Source: an optimization exercise on an open RTL-to-GDS flow (aim: small area and a short achievable clock period). Production flows keep margins and buffers that such runs may drop. Function was not checked in any run shown here: the RTL went through the layout flow alone. Power and IR drop assume default switching activity.

$ cat flow/config.mk
export PLATFORM = sky130hd
export DESIGN_NAME = final_top
export DESIGN_NICKNAME = final_top
export VERILOG_FILES = /design/flow/design.v
export SDC_FILE = /design/flow/constraint.sdc
export NUM_CORES = 4
export LEC_CHECK = 0
export CAP_MARGIN = 20
export CORE_MARGIN = 2
export CORE_UTILIZATION = 40
export SETUP_SLACK_MARGIN = 2.0
export SLEW_MARGIN = 20
$ cat flow/constraint.sdc
create_clock -name core_clock -period 4.5 [get_ports {clk}]
set_input_delay 0.9000 -clock core_clock [delete_from_list [all_inputs] [get_ports {clk}]]
set_output_delay 0.9000 -clock core_clock [all_outputs]
set_load 0.01 [all_outputs]
$ cat flow/design.v
module instruction_decoder (
    input [31:0] instruction,
    output [3:0] opcode,
    output [3:0] reg1,
    output [3:0] reg2,
    output [3:0] destReg,
    output [15:0] immediate
);
    assign opcode = instruction[31:28];
    assign reg1 = instruction[27:24];
    assign reg2 = instruction[23:20];
    assign destReg = instruction[19:16];
    assign immediate = instruction[15:0];
endmodule
module reg_file (
    input clk,
    input rst,  
    input [3:0] read_reg1,
    input [3:0] read_reg2,
    input [3:0] write_reg,
    input [15:0] write_data,
    input write_enable,
    output [15:0] read_data1,
    output [15:0] read_data2
);
    reg [15:0] regs [0:15];
    genvar g;
    generate
        for (g = 0; g < 16; g = g + 1) begin : r
            always @(posedge clk or posedge rst) begin
                if (rst)
                    regs[g] <= 16'b0;
                else if (write_enable && write_reg == g)
                    regs[g] <= write_data;
            end
        end
    endgenerate
    assign read_data1 = regs[read_reg1];
    assign read_data2 = regs[read_reg2];
endmodule
module alu (
    input [15:0] operand1,
    input [15:0] operand2,
    input carry_in,
    input [3:0] opcode,
    output [15:0] result,
    output carry_out
);
    wire is_addc = (opcode == 4'b0011);
    wire is_subc = (opcode == 4'b0100);
    wire is_arith = is_addc | is_subc | (opcode == 4'b1011) | (opcode == 4'b1100);
    wire is_shl = (opcode == 4'b1000);
    wire is_shr = (opcode == 4'b1001) | (opcode == 4'b1010);
    wire is_and = (opcode[2:0] == 3'b101);
    wire is_or = (opcode[2:0] == 3'b110);
    wire is_xor = (opcode[2:0] == 3'b111);
    wire cin = (is_addc & carry_in) | (is_subc & ~carry_in) | (opcode == 4'b1100);
    wire [15:0] p = operand1 ^ operand2;
    wire [15:0] g = operand1 & operand2;
    wire [16:0] gk [0:5];
    wire [16:0] pk [0:5];
    assign gk[0] = {g, cin};
    assign pk[0] = {p, 1'b0};
    genvar i, l;
    generate
        for (l = 0; l < 5; l = l + 1) begin : lvl
            for (i = 0; i < 17; i = i + 1) begin : b
                if (i >= (1 << l)) begin : pg
                    assign gk[l+1][i] = gk[l][i] | (pk[l][i] & gk[l][i - (1 << l)]);
                    assign pk[l+1][i] = pk[l][i] & pk[l][i - (1 << l)];
                end else begin : pass
                    assign gk[l+1][i] = gk[l][i];
                    assign pk[l+1][i] = pk[l][i];
                end
            end
        end
    endgenerate
    wire [15:0] sum = p ^ gk[5][15:0];
    wire c16 = gk[5][16];
    assign carry_out = (is_addc & c16) | (is_subc & ~c16);
    function [15:0] rev;
        input [15:0] x;
        integer k;
        begin
            for (k = 0; k < 16; k = k + 1)
                rev[k] = x[15 - k];
        end
    endfunction
    wire fill = (opcode == 4'b1010) & operand1[15];
    wire [15:0] s0 = is_shl ? rev(operand1) : operand1;
    wire [15:0] s1 = operand2[0] ? {fill, s0[15:1]} : s0;
    wire [15:0] s2 = operand2[1] ? {{2{fill}}, s1[15:2]} : s1;
    wire [15:0] s3 = operand2[2] ? {{4{fill}}, s2[15:4]} : s2;
    wire [15:0] s4 = operand2[3] ? {{8{fill}}, s3[15:8]} : s3;
    wire big = |operand2[15:4];
    wire [15:0] sh = big ? {16{fill}} : s4;
    assign result = ({16{is_arith}} & sum) |
                    ({16{is_and}} & g) |
                    ({16{is_or}} & (p | g)) |
                    ({16{is_xor}} & p) |
                    ({16{is_shr}} & sh) |
                    ({16{is_shl}} & rev(sh));
endmodule
module final_top (
    input clk,
    input rst,  
    input [31:0] instruction,
    input [15:0] data_in,  
    output [15:0] data_out,  
    output [15:0] addr,  
    output we,  
    output [15:0] out_reg,  
    output zero,
    output carry
);
    wire [3:0] opcode, reg1, reg2, destReg;
    wire [15:0] immediate, reg_data1, reg_data2, alu_result;
    wire carry_d2;
    reg [3:0] opcode_d1;
    reg [15:0] imm_d1;
    reg [11:0] regs_d1;
    reg [3:0] opcode_d2, destReg_d2;
    reg [15:0] op1_d2, op2_d2, addr_d2;
    reg [15:0] result_d3;
    reg carry_d3;
    reg live_d3;  
    instruction_decoder id (
        .instruction ({opcode_d1, regs_d1, imm_d1}),
        .opcode (opcode),
        .reg1 (reg1),
        .reg2 (reg2),
        .destReg (destReg),
        .immediate (immediate)
    );
    wire is_load_d2 = (opcode_d2 == 4'b0010);
    wire rf_we = (opcode_d2 != 4'b0000) && (opcode_d2 != 4'b0001);
    reg_file rf (
        .clk(clk),
        .rst(rst),
        .read_reg1(reg1),
        .read_reg2(reg2),
        .write_reg(destReg_d2),
        .write_data(is_load_d2 ? data_in : alu_result),
        .write_enable(rf_we),
        .read_data1(reg_data1),
        .read_data2(reg_data2)
    );
    alu alu_unit (
        .operand1(op1_d2),
        .operand2(op2_d2),
        .carry_in(carry_d3),
        .opcode(opcode_d2),
        .result(alu_result),
        .carry_out(carry_d2)
    );
    wire use_imm = (opcode == 4'b1011) || (opcode == 4'b1100) || (opcode == 4'b1101) ||
                   (opcode == 4'b1110) || (opcode == 4'b1111);
    wire invert_b = (opcode == 4'b0100) || (opcode == 4'b1100);
    wire [15:0] b = use_imm ? immediate : reg_data2;
    always @(posedge clk or posedge rst) begin
        if (rst) begin
            opcode_d1 <= 4'b0;
            imm_d1 <= 16'b0;
            opcode_d2 <= 4'b0;
            addr_d2 <= 16'b0;
            result_d3 <= 16'b0;
            carry_d3 <= 1'b0;
            live_d3 <= 1'b0;
        end else begin
            opcode_d1 <= instruction[31:28];
            imm_d1 <= instruction[15:0];
            opcode_d2 <= opcode;
            addr_d2 <= immediate;
            result_d3 <= alu_result;
            carry_d3 <= carry_d2;
            live_d3 <= 1'b1;
        end
    end
    always @(posedge clk) begin
        regs_d1 <= instruction[27:16];
        destReg_d2 <= destReg;
        op1_d2 <= reg_data1;
        op2_d2 <= invert_b ? ~b : b;
    end
    assign addr = addr_d2;
    assign we = (opcode_d2 == 4'b0001);
    assign data_out = we ? op1_d2 : 16'b0;
    assign out_reg = result_d3;
    assign carry = carry_d3;
    assign zero = live_d3 & ~(carry_d3 | (|result_d3));
endmodule
$ cat flow/run.sh
#!/bin/bash
# synth_recipe.tcl (not shown) runs the flow's synth.tcl, then flattens the netlist and writes it again
# the make line also repeats each setting of config.mk as NAME=value (left out here)
make -C /OpenROAD-flow-scripts/flow DESIGN_CONFIG=/design/flow/config.mk WORK_HOME=/design/flow/orfs CLKGATE_MAP_FILE= SYNTH_SCRIPT=/design/flow/synth_recipe.tcl finish
==> results of run 1 <==
==> registers in the layout, indices dropped and copies added (netlist names), 4 cells and up <==
register,flops
op1_d2,16
destReg_d2,4
addr_d2,16
op2_d2,16
opcode_d1,4
imm_d1,16
rf.regs,256
result_d3,16
opcode_d2,4
regs_d1,12
==> area by class of cell <==
type                       instances  area [sq um]  area share, %
antenna                            1          2.50         0.0101
clock buffer                      59          1150           4.67
clock inverter                    16           188          0.759
inverter                          37           143          0.577
multi-input combinational       1331         10700           43.4
sequential                       362          8860           35.8
tap                              607           759           3.07
timing repair buffer             298          2880           11.7
==> worst min path at each step <==
stage	startpoint	end	slack [ps]	cells past startpoint
after floorplan	regs_d1[0]	destReg_d2[0]	310	0
after global placement	regs_d1[0]	destReg_d2[0]	320	0
after detailed placement	regs_d1[3]	destReg_d2[3]	310	0
after CTS	regs_d1[2]	destReg_d2[2]	330	0
after global routing	regs_d1[0]	destReg_d2[0]	340	0
final	regs_d1[0]	destReg_d2[0]	330	0
==> power by group through the flow <==
stage | Clock, W | Sequential [W] | Combinational [W]
final | 0.00340 | 0.00548 | 0.00521
after global routing | 0.00357 | 0.00557 | 0.00551
after CTS | 0.00344 | 0.00539 | 0.00460
after detailed placement | 0 | 0.00542 | 0.00403
after global placement | 0 | 0.00538 | 0.00399
after floorplan | 0 | 0.00504 | 0.00269
==> cell families (layout without fill, tap and decap cells) <==
| family | after synthesis | after routing | share of synthesized area (%) |
|---|---|---|---|
| XOR/XNOR | 27 | 27 | 1.26 |
| other | 1 | 2 | 0.0200 |
| flip-flops | 362 | 362 | 46.9 |
| AO/OA/AOI/OAI | 581 | 582 | 21.0 |
| multiplexers | 191 | 192 | 12.1 |
| buffers and inverters | 165 | 410 | 3.64 |
| AND/OR/NAND/NOR | 495 | 496 | 12.9 |
| adder cells (fa/ha/maj) | 33 | 33 | 2.24 |
==> metal layers <==
layer,up-vias,track usage (%),part of all wire (%)
met5,-,0,0.018
met4,2,20.0,7.0
met3,391,8.56,11
met2,1291,52.2,44
met1,8772,42.3,37
li1,7432,-,-
==> per-stage QoR <==
step	area (sq um)	setup WS (ps)	setup TNS (ps)	total power, W
CTS	23800	1160	0	0.0134
detailed placement	21200	608	0	0.00945
global route	24700	1050	0	0.0147
global placement	21200	612	0	0.00937
finish	24700	1120	0	0.0141
floorplan	19000	-583	-183020	0.00773
==> cells in the final DEF (no fill, tap or decap), types with 56 or more instances in the layout <==
cell type and n:
a21oi_1 74, a22oi_1 171, o21ai_0 59, o21ai_2 56
clkdlybuf4s50_1 81, dfrtp_1 309, mux2_2 135, buf_4 137
nand2_1 184, nor2_1 76, buf_6 59
==> critical path: cells and delay by family, from the launching register on <==
| family | cells | cell delay [ps] |
|---|---|---|
| compound gates | 5 | 1110 |
| mux | 2 | 350 |
| buf+inv | 2 | 350 |
| simple gates | 2 | 430 |
| xor+xnor | 1 | 170 |
| fa+ha+maj | 1 | 380 |
| flops | 1 | 440 |
==> timing repair <==
| item | 4_1_cts | 5_1_grt |
|---|---|---|
| endpoints found under the setup margin | 311 | 301 |
| gates cloned | 8 | 5 |
| buffers inserted | 55 | 23 |
| gates resized for setup | 281 | 213 |
| pin swaps | 64 | 42 |
==> flow_metrics.env, run 1 <==
export IMPL_status="timing/DRC/antenna clean"
export IMPL_skew_ps=25.2
export IMPL_r2r_end="rf.regs[0][11]"
export IMPL_cts_hold_buf=0
export IMPL_yosysTopAreaCellShare_pct=41.8
export IMPL_path_cells="buf_6 > and3b_2 > mux2i_4 > fa_2 > nor2b_2 > o311a_1 > o21a_1 > a31oi_4 > xnor2_2 > a22oi_2 > a41oi_4 > buf_6 > mux2_2"
export IMPL_synth_fp_nets=1938
export IMPL_drt_iter0_drc=2393
export IMPL_start_kind="register"
export IMPL_synth_distinct_cells=90
export IMPL_grt_max_degree=93
export IMPL_gp_congestion=0.997
export IMPL_crit_path_frequent_cell="buf_6"
export IMPL_endpoint_kind="register"
export IMPL_hp_class="reg2reg"
export IMPL_syn_area_per_cell_sq_um=10.1
export IMPL_max_vdd_ir_drop_mv=0.321
export IMPL_grt_pass1_wl_um=118000
export IMPL_drt_first_pass_iters=7
export IMPL_r2r_cells=13
export IMPL_power_frac_comb_pct=37.0
export IMPL_startpoint="opcode_d2[2]"
export IMPL_ys_top_cells_by_count="314 x dfrtp_1, 190 x nand2_1, 174 x a22oi_1"
export IMPL_finalSetupViolCount=0
export IMPL_p_per_area_nw_per_um2=570
export IMPL_fill_cells=4150
export IMPL_synth_edf_count=0
export IMPL_hpwl_um=51400
export IMPL_crit_slowest_cell="dfrtp_2"
export IMPL_drtAntennaViolNets=0
export IMPL_synth_async_reset_ratio_pct=86.7
export IMPL_switchingPower_w=0.00537
export IMPL_cts_inserted_buffers=42
export IMPL_ys_seq_area_share_pct=46.9
export IMPL_synth_cells=1855
export IMPL_p_int_w=0.00872
export IMPL_cp_max_fo=8
export IMPL_wirelength_um=83600
export IMPL_leakagePower_nw=10.5
export IMPL_swShare_pct=38.1
export IMPL_rrSetupSlack_ps=1120
export IMPL_finalCritPeriodShare_pct=75.2
export IMPL_grt_pass1_vias=17200
export IMPL_synth_seq_cells=362
export IMPL_vias=17900
export IMPL_required_ps=4950
export IMPL_gr_total_overflow=0
export IMPL_drt_vias_per_instance=6.60
export IMPL_placedCellCount=2544
export IMPL_rsz0062_at_grt="yes"
export IMPL_grt_use_total_pct=33.6
export IMPL_hold_viol=0
export IMPL_slowest_delay_ps=440
export IMPL_path_class="reg2reg"
export IMPL_fmax_mhz=296
export IMPL_worstMarginPinSlew_ps=1160
export IMPL_die_w_um=221
export IMPL_drcViolationCount=0
export IMPL_reg2reg_from="opcode_d2[2]"
export IMPL_portBuffers=100
export IMPL_utilization_pct=53.2
export IMPL_synth_warnings=4
export IMPL_dieArea_sq_um=48700
export IMPL_cap_violations=0
export IMPL_io_pins=101
export IMPL_worstPathArrival_ps=3840
export IMPL_layout_drive_gt1_share_pct=33.4
export IMPL_layout_min_cycle_time_ps=3380
export IMPL_slew_viol_final=0
export IMPL_cts_htree_levels=2
export IMPL_ys_flop_type="dfrtp_1"
export IMPL_p_seq_share_pct=38.9
export IMPL_pwr_share_clk_pct=24.1
export IMPL_dieHeight_um=221
export IMPL_rows=79
export IMPL_avgRoutedWirePerCell_um=30.9
export IMPL_crit_end="rf.regs[0][11]"
export IMPL_antenna_found_initial=2
export IMPL_clk_path_buf_depth=3
export IMPL_areaGrowthSynthToFinish_pct=31.6
export IMPL_coreArea_sq_um=46500
export IMPL_synth_largest_area_cell="dfrtp_1"
export IMPL_initial_core_util_pct=40.5
export IMPL_netlist_area_sq_um=18800
export IMPL_cts_tree="built"
export IMPL_root_buffer="clkbuf_16"
export IMPL_clkTransAtPathRegs_ps=60
export IMPL_cts_sinks=362
export IMPL_synth_most_common_cell="dfrtp_1"
export IMPL_synth_area_leaders="dfrtp_1 42%, mux2_2 9.7%, a22oi_1 7.0%"
export IMPL_slew_headroom_pct=22.7
export IMPL_final_nets=2155
export IMPL_fin_cells=2711
export IMPL_whs_ps=328
export IMPL_clock_latency_ps=590
==> run 2, diff against run 1 <==
--- a/flow/design.v
+++ b/flow/design.v
@@ -35,8 +35,8 @@
             end
         end
     endgenerate
-    assign read_data1 = regs[read_reg1];
-    assign read_data2 = regs[read_reg2];
+    assign read_data1 = (write_enable && write_reg == read_reg1) ? write_data : regs[read_reg1];
+    assign read_data2 = (write_enable && write_reg == read_reg2) ? write_data : regs[read_reg2];
 endmodule
 module alu (
     input [15:0] operand1,
@@ -121,9 +121,10 @@
     reg [11:0] regs_d1;
     reg [3:0] opcode_d2, destReg_d2;
     reg [15:0] op1_d2, op2_d2, addr_d2;
-    reg [15:0] result_d3;
-    reg carry_d3;
+    reg [15:0] wdata_d3;
+    reg load_d3, rf_we_d3, carry_d3;
     reg live_d3;  
+    reg [3:0] destReg_d3;
     instruction_decoder id (
         .instruction ({opcode_d1, regs_d1, imm_d1}),
         .opcode (opcode),
@@ -132,16 +133,14 @@
         .destReg (destReg),
         .immediate (immediate)
     );
-    wire is_load_d2 = (opcode_d2 == 4'b0010);
-    wire rf_we = (opcode_d2 != 4'b0000) && (opcode_d2 != 4'b0001);
     reg_file rf (
         .clk(clk),
         .rst(rst),
         .read_reg1(reg1),
         .read_reg2(reg2),
-        .write_reg(destReg_d2),
-        .write_data(is_load_d2 ? data_in : alu_result),
-        .write_enable(rf_we),
+        .write_reg(destReg_d3),
+        .write_data(wdata_d3),
+        .write_enable(rf_we_d3),
         .read_data1(reg_data1),
         .read_data2(reg_data2)
     );
@@ -157,13 +156,16 @@
                    (opcode == 4'b1110) || (opcode == 4'b1111);
     wire invert_b = (opcode == 4'b0100) || (opcode == 4'b1100);
     wire [15:0] b = use_imm ? immediate : reg_data2;
+    wire is_load_d2 = (opcode_d2 == 4'b0010);
     always @(posedge clk or posedge rst) begin
         if (rst) begin
             opcode_d1 <= 4'b0;
             imm_d1 <= 16'b0;
             opcode_d2 <= 4'b0;
             addr_d2 <= 16'b0;
-            result_d3 <= 16'b0;
+            wdata_d3 <= 16'b0;
+            load_d3 <= 1'b0;
+            rf_we_d3 <= 1'b0;
             carry_d3 <= 1'b0;
             live_d3 <= 1'b0;
         end else begin
@@ -171,7 +173,9 @@
             imm_d1 <= instruction[15:0];
             opcode_d2 <= opcode;
             addr_d2 <= immediate;
-            result_d3 <= alu_result;
+            wdata_d3 <= is_load_d2 ? data_in : alu_result;
+            load_d3 <= is_load_d2;
+            rf_we_d3 <= (opcode_d2 != 4'b0000) && (opcode_d2 != 4'b0001);
             carry_d3 <= carry_d2;
             live_d3 <= 1'b1;
         end
@@ -179,13 +183,14 @@
     always @(posedge clk) begin
         regs_d1 <= instruction[27:16];
         destReg_d2 <= destReg;
+        destReg_d3 <= destReg_d2;
         op1_d2 <= reg_data1;
         op2_d2 <= invert_b ? ~b : b;
     end
     assign addr = addr_d2;
     assign we = (opcode_d2 == 4'b0001);
     assign data_out = we ? op1_d2 : 16'b0;
-    assign out_reg = result_d3;
+    assign out_reg = load_d3 ? 16'b0 : wdata_d3;
     assign carry = carry_d3;
-    assign zero = live_d3 & ~(carry_d3 | (|result_d3));
+    assign zero = live_d3 & ~(carry_d3 | (|out_reg));
 endmodule
==> flow_metrics.env, run 2 <==
export IMPL_status="timing/DRC/antenna clean"
export IMPL_coreArea_sq_um=48600
export IMPL_min_path_cells=0
export IMPL_p_per_area_nw_per_um2=574
export IMPL_leakagePower_nw=10.7
export IMPL_cts_tree="built"
export IMPL_layout_min_cycle_time_ps=3320
export IMPL_min_delay_start="regs_d1[2]"
export IMPL_clk_path_buf_depth=3
export IMPL_cap_violations=0
export IMPL_rows=81
export IMPL_slew_headroom_pct=32.1
export IMPL_required_ps=3600
export IMPL_layout_commonest_cell="dfrtp_1"
export IMPL_drt_vias_per_instance=6.67
export IMPL_ys_flop_type="dfrtp_1"
export IMPL_place_ws_ps=1050
export IMPL_cts_htree_levels=2
export IMPL_synth_seq_cells=368
export IMPL_layout_common_cells="296 x dfrtp_1, 259 x mux2_2, 201 x a22oi_1"
export IMPL_synth_top_family_by_area="multiplexers"
export IMPL_gr_total_overflow=0
export IMPL_clkTransAtPathRegs_ps=70
export IMPL_cts_sinks=368
export IMPL_synth_distinct_cells=76
export IMPL_drcViolationCount=0
export IMPL_netlist_area_sq_um=19600
export IMPL_cts_hold_buf=0
export IMPL_slew_viol_final=0
export IMPL_synth_edf_count=0
export IMPL_synth_async_reset_ratio_pct=85.9
export IMPL_vias=17900
export IMPL_largest_reg_flops=256
export IMPL_grt_use_total_pct=32.4
export IMPL_reg2reg_from="opcode_d2[3]"
export IMPL_avgRoutedWirePerCell_um=31.0
export IMPL_slowest_delay_ps=480
export IMPL_rrSetupSlack_ps=1620
export IMPL_p_total_w=0.0144
export IMPL_synth_fp_nets=1933
export IMPL_finalSetupViolCount=0
export IMPL_start_kind="register"
export IMPL_root_buffer="clkbuf_16"
export IMPL_worstPathArrival_ps=2420
export IMPL_layout_drive_gt1_share_pct=37.9
export IMPL_fin_cells=2687
export IMPL_hold_viol=0
export IMPL_dieHeight_um=226
export IMPL_grt_pass1_wl_um=120000
export IMPL_path_class="reg2out"
export IMPL_drt_iter0_drc=2278
export IMPL_critPathTopFamily="simple AND/OR/NAND/NOR gates"
export IMPL_synth_warnings=4
export IMPL_io_pins=101
export IMPL_syn_area_per_cell_sq_um=10.6
export IMPL_r2r_end="wdata_d3[9]"
export IMPL_startpoint="load_d3"
export IMPL_fill_cells=4291
export IMPL_drtAntennaViolNets=0
export IMPL_synth_xor_area_share_pct=0.535
export IMPL_cp_depth=7
export IMPL_max_vdd_ir_drop_mv=0.290
export IMPL_synth_most_common_cell="dfrtp_1"
export IMPL_grt_pass1_vias=17700
export IMPL_final_nets=2115
export IMPL_synth_largest_area_cell="dfrtp_1"
export IMPL_endpoint_kind="primary output"
export IMPL_wirelength_um=83300
export IMPL_crit_path_frequent_cell="buf_6"
export IMPL_top_register="rf.regs"
export IMPL_gp_congestion=0.967
export IMPL_antenna_found_initial=1
export IMPL_cts_inserted_buffers=41
export IMPL_synth_area_leaders="dfrtp_1 40%, mux2_2 15%, a22oi_1 7.8%"
export IMPL_hp_class="reg2reg"
export IMPL_grt_max_degree=93
export IMPL_worstMarginPinSlew_ps=1020
export IMPL_ys_seq_area_share_pct=45.6
export IMPL_dieArea_sq_um=50900
export IMPL_die_w_um=226
export IMPL_synth_cells=1850
export IMPL_worst_slack_ps=1180
export IMPL_crit_slowest_cell="or4_1"
export IMPL_drt_first_pass_iters=6
export IMPL_fmax_mhz=301
export IMPL_clock_latency_ps=590
export IMPL_portBuffers=100
export IMPL_finalCritPeriodShare_pct=73.8
export IMPL_synthSimpleGateAreaFrac_pct=11.2
export IMPL_hpwl_um=51800
export IMPL_muxShareOfSynthArea_pct=18.3
export IMPL_worstPathBufferInverterCount=2
export IMPL_cp_max_fo=4
export IMPL_crit_end="zero"
export IMPL_areaGrowthSynthToFinish_pct=27.5
export IMPL_synth_compound_area_share_pct=18.3
export IMPL_synthAdderAreaFrac_pct=2.14
export IMPL_rsz0062_at_grt="yes"
export IMPL_path_cells="buf_6 > nor2b_4 > nor4_2 > nand2_1 > or4_1 > and3b_2 > buf_6"
export IMPL_ys_top_cells_by_count="316 x dfrtp_1, 259 x mux2_2, 203 x a22oi_1"
export IMPL_placedCellCount=2490
export IMPL_yosysTopAreaCellShare_pct=40.3
export IMPL_skew_ps=34.5
export IMPL_initial_core_util_pct=40.3
export IMPL_r2r_cells=12
## run 2: changes by cell type after synthesis, moves of 12 or more
cell      before  now
mux2i_1       14   36
a22oi_1      174  203
and3_1        21    5
nor3_1        28   50
o22a_1        16    4
o21ai_0      152   69
nand2_1      190  101
nand3_1       42   24
xor2_1        21    6
mux2_2       162  259
clkbuf_1     104  133
a22o_1        29   14
## run 2: routing by layer
metal  up-vias  share of wire, %  track usage, %
met5         -                 0               0
met3       437                10            8.17
met2      1246                45            51.6
li1       7356                 -               -
met4         0               8.0            21.6
met1      8877                37            39.0
## run 2: logic make-up after synthesis
group           count (synthesis)
compound gates                517
other cells                     1
xor+xnor                       12
buf+inv                       194
fa+ha+maj                      33
mux                           309
simple gates                  416
flops                         368
## run 2: through the flow
step | cell area (sq um) | hold slack (ps) | TNS, ps | utilization, %
after detailed placement | 21700 | 314 | 0 | 44.6
after CTS | 24400 | 330 | 0 | 50.1
after global routing | 25000 | 340 | 0 | 51.4
final | 25000 | 327 | 0 | 51.5
after global placement | 21700 | 313 | 0 | 44.6
after floorplan | 19700 | 310 | -193030 | -
## run 2: worst reg2reg max path, delay by kind of cell, from the launching register on
| kind | cells | cell delay [ps] |
|---|---|---|
| AOI/OAI and AO/OA | 6 | 1260 |
| adders and majority gates | 1 | 250 |
| buffers and inverters | 2 | 320 |
| DFF | 1 | 460 |
| muxes | 1 | 240 |
| and+or+nand+nor | 2 | 240 |
## run 2: where the power goes
part	leakage, nW	internal [W]	switching, W	total (W)
Clock	0.721	0.00217	0.00144	0.00362
Sequential	4.43	0.00460	0.00141	0.00602
Combinational	5.51	0.00228	0.00247	0.00475
Total	10.7	0.00905	0.00533	0.0144
## run 2: how the worst min path moves through the flow
| stage | endpoint | slack [ps] |
|---|---|---|
| finish | destReg_d2[2] | 330 |
| global route | destReg_d3[1] | 340 |
| CTS | destReg_d2[2] | 330 |
| detailed placement | destReg_d2[1] | 310 |
| global placement | destReg_d2[1] | 310 |
| floorplan | destReg_d2[0] | 310 |
## run 2: what timing repair did
item                       4_1_cts  5_1_grt
gates cloned                     3        2
setup buffers                   91       25
pin swaps                       45       47
setup endpoints to repair       82       85
gates resized for setup        301      115
## run 2: final cells by class
cell class                      instances  area [sq um]  area share, %
Antenna cell                            2          5.00         0.0200
Inverter                               37           155          0.620
Clock inverter                         17           179          0.715
Clock buffer                           57          1280           5.13
Multi-Input combinational cell       1290         10900           43.6
Timing Repair Buffer                  294          2680           10.7
Tap cell                              622           778           3.11
Sequential cell                       368          9030           36.1
==> run 3, diff against run 2 <==
--- a/flow/design.v
+++ b/flow/design.v
@@ -57,14 +57,14 @@
     wire cin = (is_addc & carry_in) | (is_subc & ~carry_in) | (opcode == 4'b1100);
     wire [15:0] p = operand1 ^ operand2;
     wire [15:0] g = operand1 & operand2;
-    wire [16:0] gk [0:5];
-    wire [16:0] pk [0:5];
-    assign gk[0] = {g, cin};
-    assign pk[0] = {p, 1'b0};
+    wire [15:0] gk [0:4];
+    wire [15:0] pk [0:4];
+    assign gk[0] = g;
+    assign pk[0] = p;
     genvar i, l;
     generate
-        for (l = 0; l < 5; l = l + 1) begin : lvl
-            for (i = 0; i < 17; i = i + 1) begin : b
+        for (l = 0; l < 4; l = l + 1) begin : lvl
+            for (i = 0; i < 16; i = i + 1) begin : b
                 if (i >= (1 << l)) begin : pg
                     assign gk[l+1][i] = gk[l][i] | (pk[l][i] & gk[l][i - (1 << l)]);
                     assign pk[l+1][i] = pk[l][i] & pk[l][i - (1 << l)];
@@ -75,8 +75,9 @@
             end
         end
     endgenerate
-    wire [15:0] sum = p ^ gk[5][15:0];
-    wire c16 = gk[5][16];
+    wire [15:0] c = gk[4] | (pk[4] & {16{cin}});
+    wire [15:0] sum = p ^ {c[14:0], cin};
+    wire c16 = c[15];
     assign carry_out = (is_addc & c16) | (is_subc & ~c16);
     function [15:0] rev;
         input [15:0] x;
@@ -123,7 +124,7 @@
     reg [15:0] op1_d2, op2_d2, addr_d2;
     reg [15:0] wdata_d3;
     reg load_d3, rf_we_d3, carry_d3;
-    reg live_d3;  
+    reg nzen_d3;  
     reg [3:0] destReg_d3;
     instruction_decoder id (
         .instruction ({opcode_d1, regs_d1, imm_d1}),
@@ -167,17 +168,17 @@
             load_d3 <= 1'b0;
             rf_we_d3 <= 1'b0;
             carry_d3 <= 1'b0;
-            live_d3 <= 1'b0;
+            nzen_d3 <= 1'b0;
         end else begin
             opcode_d1 <= instruction[31:28];
             imm_d1 <= instruction[15:0];
             opcode_d2 <= opcode;
             addr_d2 <= immediate;
-            wdata_d3 <= is_load_d2 ? data_in : alu_result;
+            wdata_d3 <= alu_result | (data_in & {16{is_load_d2}});  
             load_d3 <= is_load_d2;
             rf_we_d3 <= (opcode_d2 != 4'b0000) && (opcode_d2 != 4'b0001);
             carry_d3 <= carry_d2;
-            live_d3 <= 1'b1;
+            nzen_d3 <= ~is_load_d2;
         end
     end
     always @(posedge clk) begin
@@ -192,5 +193,5 @@
     assign data_out = we ? op1_d2 : 16'b0;
     assign out_reg = load_d3 ? 16'b0 : wdata_d3;
     assign carry = carry_d3;
-    assign zero = live_d3 & ~(carry_d3 | (|out_reg));
+    assign zero = load_d3 | (nzen_d3 & ~(carry_d3 | (|wdata_d3)));
 endmodule
--- a/flow/config.mk
+++ b/flow/config.mk
@@ -8,5 +8,5 @@
 export CAP_MARGIN = 20
 export CORE_MARGIN = 2
 export CORE_UTILIZATION = 40
-export SETUP_SLACK_MARGIN = 2.0
+export SETUP_SLACK_MARGIN = 1.5
 export SLEW_MARGIN = 20
==> flow_metrics.env, run 3 <==
export IMPL_status="timing/DRC/antenna clean"
export IMPL_clk_path_buf_depth=3
export IMPL_avgRoutedWirePerCell_um=30.6
export IMPL_ys_top_cells_by_count="316 x dfrtp_1, 258 x mux2_2, 181 x a22oi_1"
export IMPL_initial_core_util_pct=40.5
export IMPL_grt_use_total_pct=30.2
export IMPL_grt_pass1_vias=16400
export IMPL_synth_fp_nets=1856
export IMPL_cap_violations=0
export IMPL_root_buffer="clkbuf_16"
export IMPL_gr_total_overflow=0
export IMPL_final_nets=1941
export IMPL_cp_max_fo=18
export IMPL_drt_vias_per_instance=6.66
export IMPL_fmax_mhz=329
export IMPL_rsz0062_at_grt="yes"
export IMPL_syn_area_per_cell_sq_um=10.9
export IMPL_place_area_sq_um=21200
export IMPL_worstMarginPinSlew_ps=1230
export IMPL_start_kind="register"
export IMPL_drcViolationCount=0
export IMPL_synth_largest_area_cell="dfrtp_1"
export IMPL_wirelength_um=76700
export IMPL_slew_headroom_pct=17.7
export IMPL_synth_distinct_cells=71
export IMPL_required_ps=4950
export IMPL_stdcell_area_sq_um=23200
export IMPL_gp_congestion=0.986
export IMPL_layout_drive_gt1_share_pct=28.6
export IMPL_die_w_um=224
export IMPL_whs_ps=327
export IMPL_worstPathArrival_ps=3490
export IMPL_max_vdd_ir_drop_mv=0.382
export IMPL_finalCritPeriodShare_pct=67.6
export IMPL_synth_cells=1772
export IMPL_synth_most_common_cell="dfrtp_1"
export IMPL_portBuffers=100
export IMPL_ys_seq_area_share_pct=46.3
export IMPL_crit_slowest_cell="and4b_1"
export IMPL_drtAntennaViolNets=0
export IMPL_critPathTopFamily="simple AND/OR/NAND/NOR gates"
export IMPL_cts_hold_buf=0
export IMPL_dieArea_sq_um=50100
export IMPL_io_pins=101
export IMPL_drt_iter0_drc=2497
export IMPL_rows=80
export IMPL_dieHeight_um=224
export IMPL_placedCellCount=2399
export IMPL_slew_viol_final=0
export IMPL_antenna_found_initial=1
export IMPL_leakagePower_nw=9.77
export IMPL_path_class="reg2reg"
export IMPL_clkTransAtPathRegs_ps=60
export IMPL_p_per_area_nw_per_um2=612
export IMPL_finalSetupViolCount=0
export IMPL_layout_min_cycle_time_ps=3040
export IMPL_top_register="rf.regs"
export IMPL_synth_area_leaders="dfrtp_1 41%, mux2_2 15%, a22oi_1 7.0%"
export IMPL_synth_warnings=4
export IMPL_endpoint_kind="register"
export IMPL_coreArea_sq_um=47700
export IMPL_slowest_delay_ps=750
export IMPL_drt_first_pass_iters=8
export IMPL_path_cells="and4b_1 > buf_4 > a21oi_1 > nand4_1 > o22ai_1 > o21ai_1 > mux2i_1 > a21oi_1"
export IMPL_ys_flop_type="dfrtp_1"
export IMPL_layout_common_cells="300 x dfrtp_1, 258 x mux2_2, 181 x a22oi_1"
export IMPL_clock_latency_ps=580
export IMPL_hpwl_um=48500
export IMPL_crit_path_frequent_cell="a21oi_1"
export IMPL_skew_ps=15.7
export IMPL_hold_viol=0
export IMPL_synth_seq_cells=368
export IMPL_vias=16700
export IMPL_synth_async_reset_ratio_pct=85.9
export IMPL_synth_edf_count=0
export IMPL_cts_inserted_buffers=42
export IMPL_cts_tree="built"
export IMPL_netlist_area_sq_um=19300
export IMPL_yosysTopAreaCellShare_pct=40.9
export IMPL_p_total_w=0.0142
export IMPL_worstPathBufferInverterCount=1
export IMPL_grt_pass1_wl_um=112000
export IMPL_cts_sinks=368
export IMPL_largest_reg_flops=256
export IMPL_areaGrowthSynthToFinish_pct=20.2
export IMPL_fin_cells=2506
export IMPL_rrSetupSlack_ps=1460
export IMPL_grt_max_degree=141
export IMPL_cts_htree_levels=2
export IMPL_layout_commonest_cell="dfrtp_1"
export IMPL_fill_cells=4304
export IMPL_hp_class="reg2reg"
[run 3: final timing paths]
kind	startpoint	to	cells past startpoint
min in group asynchronous	rst	rf.regs[13][13]	3
max in group asynchronous	rst	wdata_d3[13]	3
worst max register to register	regs_d1[5]	op2_d2[10]	8
worst max-delay path	regs_d1[5]	op2_d2[10]	8
worst min-delay path	regs_d1[2]	destReg_d2[2]	0
worst min register to register	regs_d1[2]	destReg_d2[2]	0
[run 3: metal layers]
metal / part of all wire (%) / GRT usage (%) / vias to the layer above
met3: 11 / 7.82 / 321
met5: 0 / 0 / -
met2: 45 / 47.1 / 1159
met4: 5.8 / 16.0 / 0
met1: 38 / 38.7 / 8319
li1: - / - / 6884
[run 3: metrics by stage]
step	setup slack [ps]	setup TNS (ps)	util, %
3_5_place_dp	1070	0	44.4
5_1_grt	1420	0	48.6
6_report	1460	0	48.6
4_1_cts	1400	0	48.1
2_1_floorplan	-611	-193030	-
3_3_place_gp	1230	0	44.4
[run 3: where the power goes]
group	internal [W]	switching, W	total, W
sequential	0.00462	0.00158	0.00620
combinational	0.00207	0.00214	0.00422
clock	0.00233	0.00146	0.00379
total	0.00902	0.00518	0.0142
[run 3: area by class of cell]
cell class,count,area [sq um],area share [%]
Antenna cell,1,2.50,0.0108
Clock buffer,54,1190,5.12
Clock inverter,23,334,1.44
Inverter,37,145,0.625
Multi-Input combinational cell,1214,9990,43.0
Sequential cell,368,8990,38.7
Tap cell,615,769,3.32
Timing Repair Buffer,194,1790,7.71
[run 3: worst reg2reg max path: cells and delay by family, from the launching register on]
family                 cells  cell delay, ps
and+or+nand+nor            2             860
AOI/OAI and AO/OA          4             780
DFF                        1             670
buffers and inverters      1             350
muxes                      1             260
[run 3: repair_timing]
| item | in CTS | in global routing |
|---|---|---|
| resized for setup | 72 | 39 |
| endpoints found under the setup margin | 67 | 36 |
| buffers inserted | 15 | 12 |
| endpoints found under the hold margin | 0 | 0 |
| gates cloned | 1 | 1 |
| pin swaps | 3 | 9 |
[run 3: cells by family after synthesis]
group	share of synthesized area, %
compound gates	17.4
flops	46.3
simple gates	9.68
mux	19.5
buf+inv	4.02
fa+ha+maj	2.24
xor+xnor	0.816
==> run 4, diff against run 3 <==
--- a/flow/config.mk
+++ b/flow/config.mk
@@ -8,5 +8,5 @@
 export CAP_MARGIN = 20
 export CORE_MARGIN = 2
 export CORE_UTILIZATION = 40
-export SETUP_SLACK_MARGIN = 1.5
+export SETUP_SLACK_MARGIN = 2.0
 export SLEW_MARGIN = 20
==> flow_metrics.env, run 4 <==
export IMPL_wirelength_um=78600
export IMPL_drt_vias_per_instance=6.62
export IMPL_initial_core_util_pct=40.5
export IMPL_rows=80
export IMPL_layout_common_cells="301 x dfrtp_1, 257 x mux2_2, 181 x a22oi_1"
export IMPL_rsz0062_at_grt="yes"
export IMPL_cts_htree_levels=2
export IMPL_cts_sinks=368
export IMPL_dieHeight_um=224
export IMPL_cap_violations=0
export IMPL_synth_most_common_cell="dfrtp_1"
export IMPL_n_antenna_cell=0
export IMPL_synth_largest_area_cell="dfrtp_1"
export IMPL_hpwl_um=48100
export IMPL_top_register="rf.regs"
export IMPL_utilization_pct=51.4
export IMPL_grt_pass1_wl_um=113000
export IMPL_required_ps=3600
export IMPL_ys_flop_type="dfrtp_1"
export IMPL_portBuffers=100
export IMPL_clkTransAtPathRegs_ps=60
export IMPL_finalSetupViolCount=0
export IMPL_layout_min_cycle_time_ps=3050
export IMPL_grt_use_total_pct=30.8
export IMPL_drtAntennaViolNets=0
export IMPL_fmax_mhz=328
export IMPL_pwr_share_clk_pct=24.6
export IMPL_synth_async_reset_ratio_pct=85.9
export IMPL_hp_class="reg2reg"
export IMPL_final_nets=2039
export IMPL_finalCritPeriodShare_pct=67.7
export IMPL_cts_inserted_buffers=42
export IMPL_hold_viol=0
export IMPL_antenna_found_initial=3
export IMPL_regArea_sq_um=9030
export IMPL_synth_cells=1772
export IMPL_leakagePower_nw=10.4
export IMPL_switchingPower_w=0.00544
export IMPL_endpoint_kind="primary output"
export IMPL_p_seq_share_pct=42.7
export IMPL_swShare_pct=37.4
export IMPL_start_kind="register"
export IMPL_slew_headroom_pct=35.1
export IMPL_place_area_sq_um=21400
export IMPL_fin_tns_setup_ps=0
export IMPL_ys_seq_area_share_pct=46.3
export IMPL_multi_input_area_sq_um=10500
export IMPL_cts_tree="built"
export IMPL_synth_edf_count=0
export IMPL_whs_ps=319
export IMPL_slew_viol_final=0
export IMPL_yosysTopAreaCellShare_pct=40.9
export IMPL_synth_warnings=4
export IMPL_synth_distinct_cells=71
export IMPL_status="timing/DRC/antenna clean"
export IMPL_startpoint="wdata_d3[2]"
export IMPL_layout_commonest_cell="dfrtp_1"
export IMPL_areaGrowthSynthToFinish_pct=27.1
export IMPL_worstMarginPinSlew_ps=971
export IMPL_coreArea_sq_um=47700
export IMPL_netlist_area_sq_um=19300
export IMPL_io_pins=101
export IMPL_avgRoutedWirePerCell_um=30.2
export IMPL_p_int_w=0.00908
export IMPL_gr_total_overflow=0
export IMPL_layout_drive_gt1_share_pct=37.4
export IMPL_clock_latency_ps=590
export IMPL_drt_first_pass_iters=9
export IMPL_stdcell_area_sq_um=24500
export IMPL_drt_iter0_drc=2204
export IMPL_synth_area_leaders="dfrtp_1 41%, mux2_2 15%, a22oi_1 7.0%"
export IMPL_reg2reg_from="opcode_d2[1]"
export IMPL_largest_reg_flops=256
export IMPL_ys_top_cells_by_count="316 x dfrtp_1, 258 x mux2_2, 181 x a22oi_1"
export IMPL_skew_ps=27.0
export IMPL_grt_max_degree=61
export IMPL_max_vdd_ir_drop_mv=0.301
export IMPL_p_total_w=0.0145
export IMPL_min_delay_start="regs_d1[3]"
export IMPL_root_buffer="clkbuf_16"
export IMPL_path_class="reg2out"
export IMPL_worstPathArrival_ps=2150
export IMPL_syn_area_per_cell_sq_um=10.9
export IMPL_synth_seq_cells=368
export IMPL_gp_congestion=0.962
export IMPL_p_per_area_nw_per_um2=591
export IMPL_cts_hold_buf=0
export IMPL_synth_fp_nets=1856
export IMPL_cp_max_fo=20
export IMPL_grt_pass1_vias=16900
export IMPL_clk_path_buf_depth=3
export IMPL_vias=17200
export IMPL_dieArea_sq_um=50100
export IMPL_drcViolationCount=0
export IMPL_die_w_um=224
export IMPL_power_frac_comb_pct=32.7
export IMPL_fill_cells=4163
==> run 4: kinds of logic (layout without fill, tap and decap cells) <==
| kind of cell | Yosys count | count (layout) | share of synthesized area [%] |
|---|---|---|---|
| compound gates | 486 | 486 | 17.4 |
| buf+inv | 190 | 404 | 4.02 |
| mux | 325 | 325 | 19.5 |
| flops | 368 | 368 | 46.3 |
| simple gates | 351 | 354 | 9.68 |
| xor+xnor | 18 | 18 | 0.816 |
| fa+ha+maj | 34 | 34 | 2.24 |
==> run 4: worst paths after layout <==
path	cells past startpoint	end	slack, ps
max in group asynchronous	4	rf.regs[14][2]	2790
worst min-delay path	0	destReg_d2[3]	320
worst min register to register	0	destReg_d2[3]	320
worst max register to register	10	wdata_d3[9]	1600
min in group asynchronous	2	rf.regs[13][5]	770
worst max-delay path	4	zero	1450
==> run 4: metal layers <==
metal / global-route usage [%] / up-vias / part of all wire [%]
li1: - / 7100 / -
met1: 38.9 / 8541 / 38
met2: 48.0 / 1183 / 44
met3: 7.32 / 401 / 10
met4: 18.6 / 2 / 7.0
met5: 0 / - / 0.015
==> run 4: through the flow <==
stage,std cells,setup slack [ps]
2_1_floorplan,1772,-611
3_3_place_gp,2411,1100
3_5_place_dp,2411,1050
4_1_cts,2564,1440
5_1_grt,2604,1390
6_report,2604,1450
==> run 4: repair_timing <==
action | 4_1_cts | 5_1_grt
endpoints found under the hold margin | 0 | 0
endpoints found under the setup margin | 73 | 64
pin swaps | 51 | 35
gates cloned | 5 | 0
gates resized for setup | 281 | 85
setup buffers | 70 | 40
==> run 4: layout make-up <==
cell class,count,share of cell area (%)
Clock buffer,57,4.88
Clock inverter,21,1.01
Inverter,37,0.703
Multi-Input combinational cell,1217,42.7
Sequential cell,368,36.8
Tap cell,615,3.13
Timing Repair Buffer,289,10.8
==> run 4: power by group through the flow <==
stage          sequential [W]  combinational (W)  clock [W]
2_1_floorplan         0.00538            0.00303          0
3_3_place_gp          0.00614            0.00384          0
3_5_place_dp          0.00617            0.00390          0
4_1_cts               0.00609            0.00446    0.00361
5_1_grt               0.00628            0.00507    0.00376
6_report              0.00620            0.00474    0.00358
==> run 4: worst max-delay path, cell delays in order (launching register included) <==
cell and delay, ps:
dfrtp_1 360, buf_4 200, or4_4 630, o41ai_4 210, buf_2 170
==> run 5, diff against run 4 <==
--- a/flow/design.v
+++ b/flow/design.v
@@ -15,13 +15,13 @@
 module reg_file (
     input clk,
     input rst,  
-    input [3:0] read_reg1,
-    input [3:0] read_reg2,
+    input [15:0] read_sel1,
+    input [15:0] read_sel2,
     input [3:0] write_reg,
     input [15:0] write_data,
     input write_enable,
-    output [15:0] read_data1,
-    output [15:0] read_data2
+    output reg [15:0] read_data1,
+    output reg [15:0] read_data2
 );
     reg [15:0] regs [0:15];
     genvar g;
@@ -35,8 +35,15 @@
             end
         end
     endgenerate
-    assign read_data1 = (write_enable && write_reg == read_reg1) ? write_data : regs[read_reg1];
-    assign read_data2 = (write_enable && write_reg == read_reg2) ? write_data : regs[read_reg2];
+    integer i;
+    always @(*) begin
+        read_data1 = 16'b0;
+        read_data2 = 16'b0;
+        for (i = 0; i < 16; i = i + 1) begin
+            read_data1 = read_data1 | (regs[i] & {16{read_sel1[i]}});
+            read_data2 = read_data2 | (regs[i] & {16{read_sel2[i]}});
+        end
+    end
 endmodule
 module alu (
     input [15:0] operand1,
@@ -117,9 +124,10 @@
     wire [3:0] opcode, reg1, reg2, destReg;
     wire [15:0] immediate, reg_data1, reg_data2, alu_result;
     wire carry_d2;
-    reg [3:0] opcode_d1;
+    reg [3:0] opcode_d1, destReg_d1;
     reg [15:0] imm_d1;
-    reg [11:0] regs_d1;
+    reg [15:0] sel1_d1, sel2_d1;
+    reg fwd1_d1, fwd2_d1, use_imm_d1, inv_d1;
     reg [3:0] opcode_d2, destReg_d2;
     reg [15:0] op1_d2, op2_d2, addr_d2;
     reg [15:0] wdata_d3;
@@ -127,18 +135,31 @@
     reg nzen_d3;  
     reg [3:0] destReg_d3;
     instruction_decoder id (
-        .instruction ({opcode_d1, regs_d1, imm_d1}),
+        .instruction (instruction),
         .opcode (opcode),
         .reg1 (reg1),
         .reg2 (reg2),
         .destReg (destReg),
         .immediate (immediate)
     );
+    wire rf_we_d2 = (opcode_d2 != 4'b0000) && (opcode_d2 != 4'b0001);
+    wire use_imm = (opcode == 4'b1011) || (opcode == 4'b1100) || (opcode == 4'b1101) ||
+                   (opcode == 4'b1110) || (opcode == 4'b1111);
+    wire fwd1 = rf_we_d2 && (reg1 == destReg_d2);
+    wire fwd2 = rf_we_d2 && (reg2 == destReg_d2);
+    wire [15:0] sel1, sel2;
+    genvar k;
+    generate
+        for (k = 0; k < 16; k = k + 1) begin : dec
+            assign sel1[k] = (reg1 == k) && !fwd1;
+            assign sel2[k] = (reg2 == k) && !fwd2;
+        end
+    endgenerate
     reg_file rf (
         .clk(clk),
         .rst(rst),
-        .read_reg1(reg1),
-        .read_reg2(reg2),
+        .read_sel1(sel1_d1),
+        .read_sel2(sel2_d1),
         .write_reg(destReg_d3),
         .write_data(wdata_d3),
         .write_enable(rf_we_d3),
@@ -153,10 +174,6 @@
         .result(alu_result),
         .carry_out(carry_d2)
     );
-    wire use_imm = (opcode == 4'b1011) || (opcode == 4'b1100) || (opcode == 4'b1101) ||
-                   (opcode == 4'b1110) || (opcode == 4'b1111);
-    wire invert_b = (opcode == 4'b0100) || (opcode == 4'b1100);
-    wire [15:0] b = use_imm ? immediate : reg_data2;
     wire is_load_d2 = (opcode_d2 == 4'b0010);
     always @(posedge clk or posedge rst) begin
         if (rst) begin
@@ -170,23 +187,29 @@
             carry_d3 <= 1'b0;
             nzen_d3 <= 1'b0;
         end else begin
-            opcode_d1 <= instruction[31:28];
-            imm_d1 <= instruction[15:0];
-            opcode_d2 <= opcode;
-            addr_d2 <= immediate;
+            opcode_d1 <= opcode;
+            imm_d1 <= immediate;
+            opcode_d2 <= opcode_d1;
+            addr_d2 <= imm_d1;
             wdata_d3 <= alu_result | (data_in & {16{is_load_d2}});  
             load_d3 <= is_load_d2;
-            rf_we_d3 <= (opcode_d2 != 4'b0000) && (opcode_d2 != 4'b0001);
+            rf_we_d3 <= rf_we_d2;
             carry_d3 <= carry_d2;
             nzen_d3 <= ~is_load_d2;
         end
     end
     always @(posedge clk) begin
-        regs_d1 <= instruction[27:16];
-        destReg_d2 <= destReg;
+        destReg_d1 <= destReg;
+        sel1_d1 <= sel1;
+        sel2_d1 <= use_imm ? 16'b0 : sel2;
+        fwd1_d1 <= fwd1;
+        fwd2_d1 <= fwd2 && !use_imm;
+        use_imm_d1 <= use_imm;
+        inv_d1 <= (opcode == 4'b0100) || (opcode == 4'b1100);
+        destReg_d2 <= destReg_d1;
         destReg_d3 <= destReg_d2;
-        op1_d2 <= reg_data1;
-        op2_d2 <= invert_b ? ~b : b;
+        op1_d2 <= reg_data1 | (wdata_d3 & {16{fwd1_d1}});
+        op2_d2 <= (reg_data2 | (wdata_d3 & {16{fwd2_d1}}) | (imm_d1 & {16{use_imm_d1}})) ^ {16{inv_d1}};
     end
     assign addr = addr_d2;
     assign we = (opcode_d2 == 4'b0001);
--- a/flow/config.mk
+++ b/flow/config.mk
@@ -8,5 +8,5 @@
 export CAP_MARGIN = 20
 export CORE_MARGIN = 2
 export CORE_UTILIZATION = 40
-export SETUP_SLACK_MARGIN = 2.0
+export SETUP_SLACK_MARGIN = 1.5
 export SLEW_MARGIN = 20
==> flow_metrics.env, run 5 <==
export IMPL_status="timing/DRC/antenna clean"
export IMPL_path_class="reg2out"
export IMPL_dieHeight_um=224
export IMPL_cap_violations=0
export IMPL_ys_flop_type="dfrtp_1"
export IMPL_drcViolationCount=0
export IMPL_busiest_layer="met2"
export IMPL_syn_area_per_cell_sq_um=11.4
export IMPL_required_ps=3600
export IMPL_clkTransAtPathRegs_ps=70
export IMPL_die_w_um=224
export IMPL_max_vdd_ir_drop_mv=0.257
export IMPL_coreArea_sq_um=47700
export IMPL_vias=16000
export IMPL_root_buffer="clkbuf_16"
export IMPL_synth_warnings=4
export IMPL_final_nets=1889
export IMPL_layout_min_cycle_time_ps=3060
export IMPL_gr_usage_met2_pct=45.9
export IMPL_drtAntennaViolNets=0
export IMPL_synth_cells=1700
export IMPL_areaGrowthSynthToFinish_pct=20.6
export IMPL_wirelength_um=75400
export IMPL_gp_congestion=0.926
export IMPL_antenna_found_initial=3
export IMPL_n_antenna_cell=0
export IMPL_cts_sinks=396
export IMPL_gr_total_overflow=0
export IMPL_synth_fp_nets=1783
export IMPL_synth_most_common_cell="dfrtp_1"
export IMPL_synth_seq_cells=396
export IMPL_finalSetupViolCount=0
export IMPL_synth_distinct_cells=65
export IMPL_slew_viol_final=0
export IMPL_grt_pass1_wl_um=108000
export IMPL_grt_max_degree=106
export IMPL_cp_max_fo=11
export IMPL_hold_viol=0
export IMPL_clk_path_buf_depth=3
export IMPL_grt_pass1_vias=15900
export IMPL_cts_hold_buf=0
export IMPL_rsz0062_at_grt="yes"
export IMPL_cts_tree="built"
export IMPL_met3_usage_pct=7.32
export IMPL_grt_use_total_pct=29.8
export IMPL_use_met1_pct=38.7
export IMPL_fin_cells=2457
export IMPL_hpwl_um=44300
export IMPL_cts_inserted_buffers=44
export IMPL_endpoint_kind="primary output"
export IMPL_worstMarginPinSlew_ps=1270
export IMPL_path_cells="nor4b_4 > nand3_2 > o41ai_4 > buf_2"
export IMPL_skew_ps=28.0
export IMPL_initial_core_util_pct=40.6
export IMPL_leakagePower_nw=10.1
export IMPL_ys_top_cells_by_count="316 x dfrtp_1, 265 x mux2_2, 185 x a22oi_1"
export IMPL_cts_htree_levels=2
export IMPL_slew_headroom_pct=14.9
export IMPL_clock_latency_ps=590
export IMPL_fmax_mhz=327
export IMPL_avgRoutedWirePerCell_um=30.7
export IMPL_layout_drive_gt1_share_pct=30.0
export IMPL_synth_async_reset_ratio_pct=79.8
export IMPL_synth_area_leaders="dfrtp_1 41%, mux2_2 15%, dfxtp_1 8.3%"
export IMPL_rows=80
export IMPL_netlist_area_sq_um=19400
export IMPL_largest_reg_flops=256
export IMPL_layout_commonest_cell="dfrtp_1"
export IMPL_synth_largest_area_cell="dfrtp_1"
export IMPL_dieArea_sq_um=50200
export IMPL_finalCritPeriodShare_pct=68.0
export IMPL_slowest_delay_ps=520
export IMPL_yosysTopAreaCellShare_pct=40.8
export IMPL_hp_class="reg2reg"
export IMPL_start_kind="register"
export IMPL_io_pins=101
export IMPL_layout_common_cells="306 x dfrtp_1, 265 x mux2_2, 185 x a22oi_1"
export IMPL_drt_first_pass_iters=6
export IMPL_drt_iter0_drc=2252
export IMPL_ys_seq_area_share_pct=49.1
export IMPL_crit_slowest_cell="dfrtp_2"
export IMPL_top_register="rf.regs"
export IMPL_synth_edf_count=0
export IMPL_fin_tns_setup_ps=0
export IMPL_drt_vias_per_instance=6.52
export IMPL_portBuffers=100
export IMPL_placedCellCount=2333
export IMPL_p_per_area_nw_per_um2=613
export IMPL_worstPathArrival_ps=2160
## run 5: final timing paths
| path | startpoint | to | slack, ps | cells after the start |
|---|---|---|---|---|
| worst max-delay path | wdata_d3[8] | zero | 1440 | 4 |
| worst min register to register | destReg_d1[2] | destReg_d2[2] | 330 | 0 |
| max in group asynchronous | rst | addr_d2[7] | 2680 | 3 |
| worst min-delay path | destReg_d1[2] | destReg_d2[2] | 330 | 0 |
| worst max register to register | opcode_d2[1] | wdata_d3[11] | 1540 | 8 |
| min in group asynchronous | rst | addr_d2[13] | 800 | 2 |
## run 5: report_power, final
part           internal (W)  switching (W)  total, W
clock network       0.00226        0.00154   0.00381
registers           0.00485        0.00145   0.00629
logic               0.00216        0.00206   0.00423
total               0.00927        0.00505    0.0143
## run 5: logic make-up after synthesis
family	share of synthesized area (%)
adders and majority gates	2.17
xor gates and xnor gates	1.58
and+or+nand+nor	8.59
muxes	18.7
DFF	49.1
AOI/OAI and AO/OA	15.9
buffers and inverters	4.01
## run 5: layout make-up
type | count | area (sq um)
fill | 4320 | 24400
sequential | 396 | 9540
multi-input combinational | 1102 | 9300
timing repair buffer | 213 | 2030
clock buffer | 62 | 1300
tap | 615 | 769
clock inverter | 20 | 239
inverter | 49 | 191
## run 5: worst max-delay path, delay by kind of cell (launching register included)
| kind | cells | cell delay [ps] |
|---|---|---|
| flops | 1 | 520 |
| simple gates | 2 | 450 |
| compound gates | 1 | 390 |
| buf+inv | 1 | 210 |
## run 5: repair_timing
item	CTS	global route
pin swaps	5	2
endpoints found under the setup margin	40	37
buffers inserted	33	1
gates resized for setup	91	37
gates cloned	8	0
## run 5: layer usage
metal	up-vias	wire length, um
met3	310	8400
met2	1112	33700
met4	0	4510
met5	-	0
met1	7986	28800
li1	6616	-
## run 5: through the flow
stage	power [W]	hold WS, ps	util (%)	cell area, sq um	setup slack (ps)
finish	0.0143	325	48.9	23400	1440
global route	0.0150	334	48.9	23400	1410
CTS	0.0142	326	48.9	23400	1470
detailed placement	0.0101	312	44.4	21200	1070
global placement	0.00996	310	44.4	21200	1040
floorplan	0.00851	310	-	19400	-611
==> run 6, diff against run 5 <==
--- a/flow/config.mk
+++ b/flow/config.mk
@@ -8,5 +8,5 @@
 export CAP_MARGIN = 20
 export CORE_MARGIN = 2
 export CORE_UTILIZATION = 40
-export SETUP_SLACK_MARGIN = 1.5
+export SETUP_SLACK_MARGIN = 2.0
 export SLEW_MARGIN = 20
==> flow_metrics.env, run 6 <==
export IMPL_layout_drive_gt1_share_pct=35.5
export IMPL_path_cells="buf_6 > nor4b_4 > nand3_2 > o41ai_4 > buf_2"
export IMPL_slowest_delay_ps=450
export IMPL_io_pins=101
export IMPL_ys_flop_type="dfrtp_1"
export IMPL_rsz0062_at_grt="yes"
export IMPL_netlist_area_sq_um=19400
export IMPL_fin_tns_setup_ps=0
export IMPL_synth_largest_area_cell="dfrtp_1"
export IMPL_root_buffer="clkbuf_16"
export IMPL_dieHeight_um=224
export IMPL_finalCritPeriodShare_pct=69.4
export IMPL_p_per_area_nw_per_um2=603
export IMPL_path_class="reg2out"
export IMPL_synth_edf_count=0
export IMPL_rrSetupSlack_ps=1540
export IMPL_cp_max_fo=20
export IMPL_slew_viol_final=0
export IMPL_worst_slack_ps=1380
export IMPL_dieArea_sq_um=50200
export IMPL_drcViolationCount=0
export IMPL_layout_commonest_cell="dfrtp_1"
export IMPL_syn_area_per_cell_sq_um=11.4
export IMPL_muxShareOfSynthArea_pct=18.7
export IMPL_ys_top_cells_by_count="316 x dfrtp_1, 265 x mux2_2, 185 x a22oi_1"
export IMPL_start_kind="register"
export IMPL_ys_seq_area_share_pct=49.1
export IMPL_worstPathArrival_ps=2220
export IMPL_slew_headroom_pct=9.02
export IMPL_top_register="rf.regs"
export IMPL_die_w_um=224
export IMPL_synth_warnings=4
export IMPL_synth_top_family_by_area="multiplexers"
export IMPL_areaGrowthSynthToFinish_pct=24.1
export IMPL_synth_compound_area_share_pct=15.9
export IMPL_vias=16000
export IMPL_cap_violations=0
export IMPL_worstMarginPinSlew_ps=1360
export IMPL_largest_reg_flops=256
export IMPL_utilization_pct=50.4
export IMPL_min_delay_start="destReg_d1[3]"
export IMPL_place_ws_ps=1010
export IMPL_gr_total_overflow=0
export IMPL_clk_path_buf_depth=3
export IMPL_coreArea_sq_um=47700
export IMPL_synth_cells=1700
export IMPL_drtAntennaViolNets=0
export IMPL_drt_iter0_drc=2231
export IMPL_r2r_end="wdata_d3[11]"
export IMPL_synth_area_leaders="dfrtp_1 41%, mux2_2 15%, dfxtp_1 8.3%"
export IMPL_hp_class="reg2reg"
export IMPL_initial_core_util_pct=40.6
export IMPL_r2r_cells=8
export IMPL_endpoint_kind="primary output"
export IMPL_synth_most_common_cell="dfrtp_1"
export IMPL_grt_max_degree=84
export IMPL_crit_slowest_cell="o41ai_4"
export IMPL_cts_inserted_buffers=43
export IMPL_cts_hold_buf=0
export IMPL_cts_htree_levels=2
export IMPL_leakagePower_nw=10.3
export IMPL_required_ps=3600
export IMPL_layout_common_cells="306 x dfrtp_1, 262 x mux2_2, 185 x a22oi_1"
export IMPL_grt_use_total_pct=29.7
export IMPL_n_antenna_cell=0
export IMPL_rows=80
export IMPL_fmax_mhz=320
export IMPL_drt_first_pass_iters=9
export IMPL_synth_xor_area_share_pct=1.58
export IMPL_hpwl_um=44800
export IMPL_layout_min_cycle_time_ps=3120
export IMPL_max_vdd_ir_drop_mv=0.282
export IMPL_status="timing/DRC/antenna clean"
export IMPL_synthSimpleGateAreaFrac_pct=8.59
export IMPL_skew_ps=27.6
export IMPL_grt_pass1_vias=16100
export IMPL_synthAdderAreaFrac_pct=2.17
export IMPL_synth_distinct_cells=65
export IMPL_drt_vias_per_instance=6.48
export IMPL_place_area_sq_um=21200
export IMPL_avgRoutedWirePerCell_um=30.2
export IMPL_hold_viol=0
export IMPL_grt_pass1_wl_um=109000
export IMPL_cts_tree="built"
export IMPL_stdcell_area_sq_um=24000
export IMPL_final_nets=1904
export IMPL_synth_fp_nets=1783
export IMPL_finalSetupViolCount=0
export IMPL_min_path_cells=0
export IMPL_antenna_found_initial=0
export IMPL_wirelength_um=74600
export IMPL_gp_congestion=0.965
export IMPL_cts_sinks=396
export IMPL_clock_latency_ps=590
export IMPL_clkTransAtPathRegs_ps=60
export IMPL_yosysTopAreaCellShare_pct=40.8
export IMPL_synth_seq_cells=396
export IMPL_synth_async_reset_ratio_pct=79.8
export IMPL_reg2reg_from="opcode_d2[1]"
export IMPL_worstHoldEndpoint="destReg_d2[3]"
export IMPL_portBuffers=100
==> run 6: cell counts after synthesis <==
No cell type changed its count.
==> run 6: routing by layer <==
metal	vias up	global-route usage, %	wire length, um
met3	312	7.71	7910
met5	-	0	0
met1	7990	38.0	28700
met2	1064	46.1	33600
met4	0	15.8	4380
li1	6647	-	-
==> run 6: worst max path at each step <==
stage | from | to | slack, ps | cells after the start
2_1_floorplan | rst | addr_d2[0] | -610 | 1
3_3_place_gp | opcode_d2[2] | data_out[3] | 910 | 5
3_5_place_dp | wdata_d3[10] | zero | 1010 | 5
4_1_cts | wdata_d3[1] | zero | 1400 | 4
5_1_grt | wdata_d3[10] | zero | 1320 | 5
6_report | wdata_d3[6] | zero | 1380 | 5
==> run 6: area by class of cell <==
type	instances	area, sq um
Clock inverter	22	218
Sequential cell	396	9560
Multi-Input combinational cell	1102	9800
Inverter	49	191
Fill cell	4209	23700
Tap cell	615	769
Clock buffer	58	1230
Timing Repair Buffer	229	2270
==> run 6: critical path, delay by kind of cell, from the launching register on <==
kind | cells | cell delay [ps]
simple gates | 2 | 440
buf+inv | 2 | 380
compound gates | 1 | 450
flops | 1 | 380
==> run 6: stage by stage <==
stage               total power [W]  hold WS, ps  instances
floorplan                   0.00853          310       1700
global placement             0.0100          311       2331
detailed placement           0.0101          314       2331
CTS                          0.0142          328       2460
global route                 0.0152          343       2471
finish                       0.0145          326       2471
==> run 6: kinds of logic (layout without fill, tap and decap cells) <==
logic type,Yosys count,count (layout)
AOI/OAI and AO/OA,404,404
xor gates and xnor gates,35,35
adders and majority gates,33,33
buffers and inverters,202,358
DFF,396,396
muxes,301,301
and+or+nand+nor,329,329
==> run 6: what timing repair did <==
item                                    CTS  global route
pin swaps                                36            17
endpoints found under the hold margin     0             0
gates resized for setup                 300            76
cloned                                    5             0
setup buffers                            44            11
endpoints found under the setup margin   52            50
==> run 6: power breakdown <==
part	total, W	switching [W]	internal [W]
registers	0.00628	0.00142	0.00486
clock network	0.00360	0.00153	0.00207
logic	0.00461	0.00228	0.00233

## afterwards: timing with drivers on the ports
How much do the figures lean on ideal ports? The routed layouts below were timed once more, with nothing changed but the port constraints. Step 1 sets driving cells, clkbuf_16 on the clock port and buf_2 on the other inputs (assumed; they add their load-dependent delay and slew). Step 2 moves the port delays by t, midway between the first and last clock arrival at a register: inputs arrive t later, outputs are due t later. That takes back most of the time a late clock gives input paths. Slacks: ideal ports / drivers / drivers and shift; pairs: ideal ports / drivers.
run | t (ns) | setup slack, ns | clock arrival spread, ns | slew at the worst register clock pin (ns)
run 1 | 0.640 | 1.117 / 1.117 / 1.117 | 0.026 / 0.026 | 0.07 / 0.07
run 2 | 0.623 | 1.177 / 1.123 / 1.618 | 0.037 / 0.037 | 0.07 / 0.07
run 3 | 0.625 | 1.458 / 1.436 / 1.458 | 0.018 / 0.018 | 0.07 / 0.07
run 4 | 0.631 | 1.452 / 1.397 / 1.603 | 0.027 / 0.027 | 0.06 / 0.06
run 5 | 0.639 | 1.442 / 1.384 / 1.539 | 0.032 / 0.031 | 0.07 / 0.07
run 6 | 0.637 | 1.377 / 1.317 / 1.539 | 0.029 / 0.028 | 0.06 / 0.06
After both steps every run listed still meets setup and hold.
